What follows belongs to an exercise in optimizing a design on an open flow for small area, a short achievable clock period and few clock cycles; a production flow would make more cautious choices. At most, simulation tests tie the RTL to the original design; equivalence was not proved. Power figures rest on the tool's default switching activity, not on a simulated workload.

## top_module
module top_module(ans,sign,overflow,car,done,a,b,con,start,clk,rst);
==> flow/config.mk <==
export PLATFORM = sky130hd
export DESIGN_NAME = top_module
export DESIGN_NICKNAME = top_module
export VERILOG_FILES = /design/flow/design.v
export SDC_FILE = /design/flow/constraint.sdc
export NUM_CORES = 4
export LEC_CHECK = 0
export ABC_CLOCK_PERIOD_IN_PS = 3000
export CAP_MARGIN = 20
export CORE_MARGIN = 2
export CORE_UTILIZATION = 50
export PLACE_DENSITY = 0.65
export SETUP_SLACK_MARGIN = 0.8
export SLEW_MARGIN = 20
==> flow/constraint.sdc <==
create_clock -name core_clock -period 5.0 [get_ports {clk}]
set_input_delay 1.0000 -clock core_clock [delete_from_list [all_inputs] [get_ports {clk}]]
set_output_delay 1.0000 -clock core_clock [all_outputs]
set_load 0.01 [all_outputs]
standard.sh (not shown) runs the stock make flow with config.mk's settings and CLKGATE_MAP_FILE= SYNTH_SCRIPT=/design/flow/synth_recipe.tcl, a recipe that flattens the netlist after the stock synthesis.
==> flow/flow/run.sh <==
#!/bin/bash
# Standard layout, with fast input/output buffers and sizing not tied to the cell footprint.
set -euo pipefail
bash standard.sh MATCH_CELL_FOOTPRINT=0 "BUFFER_PORTS_ARGS=-buffer_cell sky130_fd_sc_hd__buf_2" finish > standard_flow.log 2>&1
Testbench counts at the start, summed over its fixed seeds: cycles 4,866.
Then changed:
- ABC_CLOCK_PERIOD_IN_PS: 3000 -> not set
- SETUP_SLACK_MARGIN: 0.8 -> not set
Synthesized area is unchanged.
Sequential power barely changes.
Total power came out higher by 2.1%.
Sequential share of layout area came out higher by 0.16 points.
Global-route usage came out lower by 0.54 points.
Routed wire length came out higher by 0.91%.
Worst setup slack degrades by 0.29 ns.
Register-to-register slack degrades by 0.15 ns.
Worst hold slack improves by 0.011 ns.

Another version of the RTL of top_module (not shown whole).
For scale: roughly 730 cells after synthesis, roughly 46 flip-flops, about 0.0055 mm² of cells after synthesis.
Design top_module, start of the top module:
module top_module(ans,sign,overflow,car,done,a,b,con,start,clk,rst);
Settings: LEC_CHECK=0, ABC_CLOCK_PERIOD_IN_PS=2500, CAP_MARGIN=20, CORE_MARGIN=2, CORE_UTILIZATION=50, PLACE_DENSITY=0.65, SETUP_SLACK_MARGIN=1.4, SLEW_MARGIN=20; clock period 5.0 ns.
==> flow/flow/run.sh <==
#!/bin/bash
# Standard layout, with fast input/output buffers, sizing not tied to the cell
# footprint, and adders left to ABC (no full/half-adder cell extraction).
set -euo pipefail
bash standard.sh MATCH_CELL_FOOTPRINT=0 "BUFFER_PORTS_ARGS=-buffer_cell sky130_fd_sc_hd__buf_2" ADDER_MAP_FILE= finish > standard_flow.log 2>&1
The starting point produced a clean layout.
==> next run, changes <==
Settings changed: SETUP_SLACK_MARGIN 1.4 to 1.1.
Outcome: Clock-buffer cell count shrinks by 2. Wire length shrinks by 3.5%. Sequential power stays flat.
No run of this note included a check of the RTL's function; only the layout flow was run.

top_module, a different RTL version from the one above (not shown whole).
Size in the first run: roughly 910 cells after synthesis, roughly 45 flip-flops, roughly 42 I/O pins, about 5300 µm² of cells after synthesis.
Settings: LEC_CHECK=0, ABC_AREA=1, CAP_MARGIN=20, CORE_MARGIN=2, CORE_UTILIZATION=50, PLACE_DENSITY=0.65, SETUP_SLACK_MARGIN=1.8, SLEW_MARGIN=20; clock period 5.0 ns.
Scripts as last shown in full above: flow/flow/run.sh
Testbench counts at the start, summed over its fixed seeds: cycles 4,866.
Change:
==> flow/run.sh (new file) <==
#!/bin/bash
# synth_recipe.tcl (not shown) runs the flow's synth.tcl, then flattens the netlist and writes it again
# the make line also repeats each setting of config.mk as NAME=value (left out here)
make -C /OpenROAD-flow-scripts/flow DESIGN_CONFIG=/design/flow/config.mk WORK_HOME=/design/flow/orfs CLKGATE_MAP_FILE= SYNTH_SCRIPT=/design/flow/synth_recipe.tcl finish
- SETUP_SLACK_MARGIN: 1.8 -> 2.0
removed: flow/flow/run.sh
removed: flow/standard.sh
Clock-buffer cell count increases by 1; first-iteration DRC count is higher by a few percent; routed wire length grows by roughly a tenth.
Change:
==> flow/flow/run.sh (new file) <==
#!/bin/bash
# Standard layout, with fast input/output buffers, sizing not tied to the cell
# footprint, and adders left to ABC (no full/half-adder cell extraction).
set -euo pipefail
bash standard.sh MATCH_CELL_FOOTPRINT=0 "BUFFER_PORTS_ARGS=-buffer_cell sky130_fd_sc_hd__buf_2" ADDER_MAP_FILE= finish > standard_flow.log 2>&1
==> flow/standard.sh (new file) <==
#!/bin/bash
# synth_recipe.tcl (not shown) runs the flow's synth.tcl, then flattens the netlist and writes it again
# the make line also repeats each setting of config.mk as NAME=value (left out here)
make -C /OpenROAD-flow-scripts/flow DESIGN_CONFIG=/design/flow/config.mk WORK_HOME=/design/flow/orfs CLKGATE_MAP_FILE= SYNTH_SCRIPT=/design/flow/synth_recipe.tcl "${@:-finish}"
- PLACE_DENSITY: 0.65 -> 0.55
removed: flow/run.sh
Power fell by about 25%.
Clock power rose by about 4%.
Maximum frequency rose by 18%.
Sequential power fell by about 2%.
Final cell count rose by about 1.4%.
Routed wire length fell by about 12%.
Die area rose by 0.94%.
Core utilization fell by 16 points.
Change:
- PLACE_DENSITY: 0.55 -> 0.65
- SETUP_SLACK_MARGIN: 2.0 -> 2.2
What happened: Global-route usage went down by 0.11 points. Utilization went up by 2.4 points. Setup slack is better by 0.12 ns. Critical path depth went down by 1. Die area is unchanged. Non-clock buffer count went up by 8. Register-to-register slack is better by 0.14 ns. Wire length went up by 4.5%. Clock skew went up by 0.0069 ns. Worst hold slack is worse by 0.014 ns. Synthesized cell count stays the same.

== rev 12 ==
top_module, a different RTL version from the one above (not shown whole).
For scale: roughly 630 cells after synthesis, about 45 flip-flops, about 42 I/O pins.
export LEC_CHECK = 0
export ABC_CLOCK_PERIOD_IN_PS = 2500
export CAP_MARGIN = 20
export CORE_MARGIN = 2
export CORE_UTILIZATION = 50
export PLACE_DENSITY = 0.65
export SETUP_SLACK_MARGIN = 0.8
export SLEW_MARGIN = 20
create_clock -name core_clock -period 5.0 [get_ports {clk}]
==> flow/flow/run.sh <==
#!/bin/bash
# Standard layout, with fast input/output buffers and sizing not tied to the cell footprint.
set -euo pipefail
bash standard.sh MATCH_CELL_FOOTPRINT=0 "BUFFER_PORTS_ARGS=-buffer_cell sky130_fd_sc_hd__buf_2" finish > standard_flow.log 2>&1
--- input diff rev 12..rev 13 ---
Settings: SETUP_SLACK_MARGIN changed from 0.8 to 1.1.
[summary]
The final layout from rev 13, which completed every stage, passed the timing, design-rule and antenna checks at the end of the flow. Going from rev 12 to rev 13, routability congestion estimate now smaller, sequential power essentially unchanged. From rev 12 to rev 13 the numbers moved as follows: fraction of standard cell area that is sequential went down 0.71 points; cell count went up 15; total power went up 6.5%.
Function was not checked in any run of this note: the RTL went through the layout flow alone.

Setup of run A:
Another version of the RTL of top_module (not shown whole).
Size: roughly 670 cells after synthesis, roughly 45 flip-flops.
==> flow/config.mk <==
export PLATFORM = sky130hd
export DESIGN_NAME = top_module
export DESIGN_NICKNAME = top_module
export VERILOG_FILES = /design/flow/design.v
export SDC_FILE = /design/flow/constraint.sdc
export NUM_CORES = 4
export LEC_CHECK = 0
export ABC_CLOCK_PERIOD_IN_PS = 3000
export CAP_MARGIN = 20
export CORE_MARGIN = 2
export CORE_UTILIZATION = 50
export PLACE_DENSITY = 0.65
export SETUP_SLACK_MARGIN = 0.8
export SLEW_MARGIN = 20
==> flow/constraint.sdc <==
create_clock -name core_clock -period 5.0 [get_ports {clk}]
set_input_delay 1.0000 -clock core_clock [delete_from_list [all_inputs] [get_ports {clk}]]
set_output_delay 1.0000 -clock core_clock [all_outputs]
set_load 0.01 [all_outputs]
Scripts as last shown in full above: flow/flow/run.sh
Run A: PASS, flow complete, no timing, DRC or antenna violations
## Diff of input files: run B against run A
Settings: changing SETUP_SLACK_MARGIN from 0.8 to 1.1; changing ABC_CLOCK_PERIOD_IN_PS from 3000 to 2500.
==> comparison <==
Cell with the largest stage delay on the worst path = and2_1: run A; cell with the largest stage delay on the worst path = or3_1: run B. Taking run A as the reference, in run B final worst-path cycle share -3.8 points; final-layout clock buffer total -1; switching power of the nets +2.0%. As far as storage element area goes, run A and run B are indistinguishable; the numbers are identical. On total routed wire length on the met1 layer, the lower figure sits with run A, not run B. Run A → run B: combinational power rose about 1%; register-to-register slack went up by 40 ps.
Function was not checked in any run of this note: the RTL went through the layout flow alone.

top_module, a different RTL version from the one above (not shown whole).
For scale: about 1100 cells after synthesis, roughly 43 flip-flops, about 7300 µm² of cells after synthesis.
make LEC_CHECK=0 ABC_AREA=1 CAP_MARGIN=20 CORE_MARGIN=2 CORE_UTILIZATION=65 PLACE_DENSITY=0.75 SLEW_MARGIN=20 finish   # period 5.0 ns
run.sh (not shown) runs the stock make flow with config.mk's settings and CLKGATE_MAP_FILE= SYNTH_SCRIPT=/design/flow/synth_recipe.tcl, a recipe that flattens the netlist after the stock synthesis.
Stock flow here: none of the scripts above is used.
Next try:
Settings changed: ABC_AREA 1 to unset, ABC_CLOCK_PERIOD_IN_PS set to 2500, SETUP_SLACK_MARGIN set to 2.2.
Result:
- The changed run aborted during global routing (5_1_grt)
- area after synthesis hardly moves
- synthesized cell count decreases by 15%
No run of this note included a check of the RTL's function; only the layout flow was run.

The RTL this note starts from:
==> flow/design.v <==
`timescale 1ns / 1ps
module top_module(ans,sign,overflow,car,done,a,b,con,start,clk,rst);
    input [7:0] a;
    input [7:0] b;
    input [2:0] con;
    input start;
    input clk;
    input rst;
    output sign;
    output reg car,overflow,done;
    output [15:0] ans;
    function [10:0] add10;
        input [9:0] x;
        input [9:0] y;
        input       ci;
        reg   [9:0] g, p, gg, pp, gn, pn;
        integer k, l;
        begin
            g = x & y;
            p = x ^ y;
            g[0] = g[0] | (p[0] & ci);
            gg = g;
            pp = p;
            for (l = 1; l < 16; l = l * 2) begin
                gn = gg;
                pn = pp;
                for (k = 0; k < 10; k = k + 1)
                    if ((k / l) % 2 == 1) begin
                        gn[k] = gg[k] | (pp[k] & gg[(k / l) * l - 1]);
                        pn[k] = pp[k] & pp[(k / l) * l - 1];
                    end
                gg = gn;
                pp = pn;
            end
            add10 = {gg[9], p ^ {gg[8:0], ci}};
        end
    endfunction
    reg [15:0] R;       
    reg [7:0]  X;       
    reg [9:0]  Z;       
    reg [2:0]  cnt;     
    reg        c_neg;   
    reg        sa;      
    reg        mbusy, dbusy;
    reg        mflag;   
    assign ans = R;
    assign sign = mflag ? R[15] : R[7];
    wire idle = ~mbusy & ~dbusy;
    wire is_add = (con == 3'b000);
    wire is_sub = (con == 3'b001);
    wire is_mul = (con == 3'b010);
    wire is_div = (con == 3'b011);
    wire is_and = (con == 3'b100);
    wire is_or  = (con == 3'b101);
    wire is_not = (con == 3'b110);
    wire is_xor = (con == 3'b111);
    wire arith  = is_add | is_sub;
    wire [7:0]  bx  = b ^ {8{is_sub}};
    wire [9:0]  ain = is_mul ? {{2{a[7]}}, a} : {2'b00, a};
    wire [9:0]  bin = is_mul ? {a[7], a, 1'b0} : {2'b00, bx};
    wire [10:0] sumc = add10(ain, bin, is_sub);
    wire [9:0]  sum = sumc[9:0];
    wire        ov  = (a[7] == bx[7]) && (sum[7] != a[7]);
    function [7:0] mthermo;
        input [7:0] x;
        integer k;
        begin
            for (k = 0; k < 8; k = k + 1)
                mthermo[k] = x[7] ? ~((&((x >> k) | (8'hff << (8 - k)))) & (|(x << (8 - k))))
                                  : |(x >> k);
        end
    endfunction
    wire [7:0] ta = mthermo(a);
    wire [7:0] tb = mthermo(b);
    wire       qzero = |(tb & ~ta);
    wire       bzero = (b == 8'd0);
    function [2:0] t2b;
        input [7:0] t;
        begin
            t2b[0] = (t[0] & ~t[1]) | (t[2] & ~t[3]) | (t[4] & ~t[5]) | (t[6] & ~t[7]);
            t2b[1] = (t[1] & ~t[3]) | (t[5] & ~t[7]);
            t2b[2] = t[3] & ~t[7];
        end
    endfunction
    wire [2:0] la = t2b(ta);
    wire [2:0] lb = t2b(tb);
    wire [2:0] sh = la - lb;
    wire       dsign = a[7] ^ b[7];    
    wire       dfill = ~dsign;
    wire [7:0] bq  = b ^ {8{dfill}};
    wire [8:0] d1  = sh[0] ? {bq, dfill} : {bq[7], bq};
    wire [8:0] d2  = sh[1] ? {d1[6:0], {2{dfill}}} : d1;
    wire [8:0] dal = sh[2] ? {d2[4:0], {4{dfill}}} : d2;
    wire [7:0] dz_lo = a[7] ? ((a == 8'h80) ? 8'h02 : 8'h01) : 8'hff;
    wire [9:0] a1  = {{2{a[7]}}, a};
    wire [9:0] a2  = {a[7], a, 1'b0};
    wire [9:0] m0  = b[1] ? (b[0] ? sum : a2) : (b[0] ? a1 : 10'd0);
    wire [7:0] cap_lo = ({8{arith}}  & sum[7:0])
                      | ({8{is_and}} & (a & b))
                      | ({8{is_or}}  & (a | b))
                      | ({8{is_not}} & ~b)
                      | ({8{is_xor}} & (a ^ b))
                      | ({8{is_mul}} & {m0[1:0], b[7:2]})
                      | ({8{is_div & bzero}} & dz_lo);
    wire [7:0] cap_hi = ({8{is_div}} & a) | ({8{is_mul}} & m0[9:2]);
    function [9:0] booth;
        input [7:0] m;
        input [2:0] d;
        reg one, two;
        begin
            one = d[1] ^ d[0];
            two = (d[2] & ~d[1] & ~d[0]) | (~d[2] & d[1] & d[0]);
            booth = (({10{one}} & {{2{m[7]}}, m}) | ({10{two}} & {m[7], m, 1'b0}))
                  ^ {10{d[2]}};
        end
    endfunction
    wire [9:0] p    = {{2{R[15]}}, R[15:8]};
    wire [10:0] yc  = add10(p, Z, c_neg);
    wire [9:0] y    = yc[9:0];
    wire       yz   = c_neg ? (&(p ^ Z)) : ((p ^ Z) == {p[8:0] | Z[8:0], 1'b0});
    wire       qb   = sa ? (y[9] | yz) : ~y[9];
    reg  [7:0] qm1;
    reg        nz;
    integer    i;
    always @* begin
        nz = 1'b0;
        for (i = 0; i < 8; i = i + 1) begin
            qm1[i] = R[i] ^ ~nz;
            nz = nz | R[i];
        end
    end
    wire [7:0] qn   = qb ? {(c_neg ? R[6:0] : qm1[6:0]), 1'b1} : {R[6:0], 1'b0};
    wire [7:0] rn   = qb ? y[7:0] : R[15:8];
    wire [7:0] xn   = idle ? a : X;
    wire [2:0] dn   = idle ? {b[3:2], 1'b0} : R[3:1];
    wire [9:0] zmul = booth(xn, dn);
    wire [15:0] mulv = {y, R[7:2]};
    wire [15:0] divv = {rn, qn};
    wire        last = (cnt == 3'd0);
    always @(posedge clk) begin
        R <= ({16{mbusy}} & mulv) | ({16{dbusy}} & divv) | ({16{idle}} & {cap_hi, cap_lo});
        if (idle)
            mflag <= is_mul;
        car <= idle & arith & sum[8];
        overflow <= idle & arith & ov;
        cnt <= idle ? (is_mul ? 3'd2 : sh[2:0]) : cnt - 3'd1;
        X <= xn;
        if (dbusy) begin
            Z <= {Z[9], Z[9:1]};
        end else if (mbusy | is_mul) begin
            Z <= zmul;
            c_neg <= dn[2];
        end else begin
            Z <= {dal[8], dal};
            c_neg <= ~dsign;
        end
        if (idle)
            sa <= a[7];
        done <= ~rst & ((idle & start & ~is_mul & ~(is_div & ~bzero & ~qzero))
                        | (~idle & last));
        if (rst) begin
            mbusy <= 1'b0;
            dbusy <= 1'b0;
        end else if (idle) begin
            mbusy <= start & is_mul;
            dbusy <= start & is_div & ~bzero & ~qzero;
        end else if (last) begin
            mbusy <= 1'b0;
            dbusy <= 1'b0;
        end
    end
endmodule
Settings: LEC_CHECK=0, ABC_AREA=1, CAP_MARGIN=20, CORE_MARGIN=2, CORE_UTILIZATION=50, PLACE_DENSITY=0.65, SETUP_SLACK_MARGIN=2.0, SLEW_MARGIN=20; clock period 5.0 ns.
standard.sh (not shown) runs the stock make flow with config.mk's settings and CLKGATE_MAP_FILE= SYNTH_SCRIPT=/design/flow/synth_recipe.tcl, a recipe that flattens the netlist after the stock synthesis.
==> flow/flow/run.sh <==
#!/bin/bash
# Standard layout, with fast input/output buffers, sizing not tied to the cell
# footprint, and adders left to ABC (no full/half-adder cell extraction).
set -euo pipefail
bash standard.sh MATCH_CELL_FOOTPRINT=0 "BUFFER_PORTS_ARGS=-buffer_cell sky130_fd_sc_hd__buf_2" ADDER_MAP_FILE= finish > standard_flow.log 2>&1
Testbench counts at the start, summed over its fixed seeds: cycles 4,866.
Next try:
- SETUP_SLACK_MARGIN: 2.0 -> 1.1
After rerunning: Synthesized area stays the same; power is lower by 0.61%; clock power fell by about 2%; final area falls by 1.2%.
Next try:
- PLACE_DENSITY: 0.65 -> 0.85
- SETUP_SLACK_MARGIN: 1.1 -> 2.0
What happened: Combinational power came out lower slightly. Synthesized area stays the same. Via count came out higher slightly. Wire length came out lower by a few percent. First-iteration DRC count came out higher by a quarter to a third. Sequential share of layout area came out lower by 0.10 points.
Next try:
- PLACE_DENSITY: 0.85 -> 0.65
- SETUP_SLACK_MARGIN: 2.0 -> 2.4
What happened: Cell count rose by 7.3%; routed wire length went up by 24%; register-to-register slack gains 310 ps; die area does not change; setup slack improves by 220 ps; sequential share of layout area came out lower by 3.9 points; flip-flop and latch count stays the same; power rose by 17%; critical path depth rose by 5; clock power increases by about 5%.

[port drivers added, routing unchanged]
The results above use ideal ports. As a check the final layouts listed here were re-extracted and re-timed, cells and wires unchanged.
Step 1 assumes that a clkbuf_16 drives the clock port and a buf_2 every other input.
Step 2, shift: input delay + t, output delay - t, t = (earliest + latest rising clock arrival at the registers) / 2. This alone moves slack from input paths to output paths.
a / b / c = ideal ports / drivers / drivers and shift; a / b = the first two.
run | t, ns | setup WS [ns] | worst hold slack (ns) | clock arrival spread, ns | worst data-port slew with drivers (ns)
the first run of note 1 | 0.328 | 1.003 / 1.000 / 0.673 | 0.458 / 0.458 / 0.458 | 0.014 / 0.013 | 0.04
the second run of note 1 | 0.322 | 0.709 / 0.721 / 0.399 | 0.469 / 0.469 / 0.469 | 0.008 / 0.008 | 0.03
the first run of note 2 | 0.347 | 1.462 / 1.432 / 1.085 | 0.506 / 0.506 / 0.506 | 0.006 / 0.006 | 0.09
the second run of note 2 | 0.339 | 1.221 / 1.234 / 0.895 | 0.504 / 0.504 / 0.504 | 0.015 / 0.016 | 0.04
the first run of note 3 | 0.338 | 2.039 / 2.044 / 1.706 | 0.486 / 0.486 / 0.486 | 0.010 / 0.010 | 0.03
the second run of note 3 | 0.335 | 1.666 / 1.648 / 1.313 | 0.465 / 0.465 / 0.465 | 0.012 / 0.012 | 0.07
the third run of note 3 | 0.338 | 2.180 / 2.193 / 1.855 | 0.492 / 0.492 / 0.492 | 0.008 / 0.007 | 0.04
the fourth run of note 3 | 0.341 | 2.299 / 2.303 / 1.962 | 0.478 / 0.478 / 0.478 | 0.014 / 0.014 | 0.03
rev 12 | 0.336 | 0.993 / 1.005 / 0.669 | 0.471 / 0.471 / 0.471 | 0.009 / 0.008 | 0.03
rev 13 | 0.347 | 1.176 / 1.176 / 0.898 | 0.470 / 0.470 / 0.470 | 0.012 / 0.012 | 0.05
run A | 0.329 | 1.045 / 1.052 / 0.723 | 0.476 / 0.476 / 0.476 | 0.012 / 0.012 | 0.03
run B | 0.335 | 1.235 / 1.249 / 0.914 | 0.491 / 0.491 / 0.491 | 0.010 / 0.010 | 0.04
the first run of note 6 | 0.332 | 0.426 / 0.426 / 0.426 | 0.609 / 0.609 / 0.609 | 0.008 / 0.008 | 0.05
the first run of note 7 | 0.341 | 2.194 / 2.209 / 1.868 | 0.487 / 0.487 / 0.487 | 0.009 / 0.009 | 0.03
the second run of note 7 | 0.336 | 1.613 / 1.613 / 1.605 | 0.483 / 0.483 / 0.483 | 0.009 / 0.010 | 0.03
the third run of note 7 | 0.338 | 2.169 / 2.183 / 1.845 | 0.489 / 0.489 / 0.489 | 0.010 / 0.011 | 0.04
the fourth run of note 7 | 0.340 | 2.393 / 2.364 / 2.024 | 0.486 / 0.486 / 0.486 | 0.018 / 0.018 | 0.09
After both steps every run listed still meets setup and hold. For the first run of note 2, which loses most, drivers alone change the setup slack by -0.030 ns; drivers and shift together by -0.377 ns.
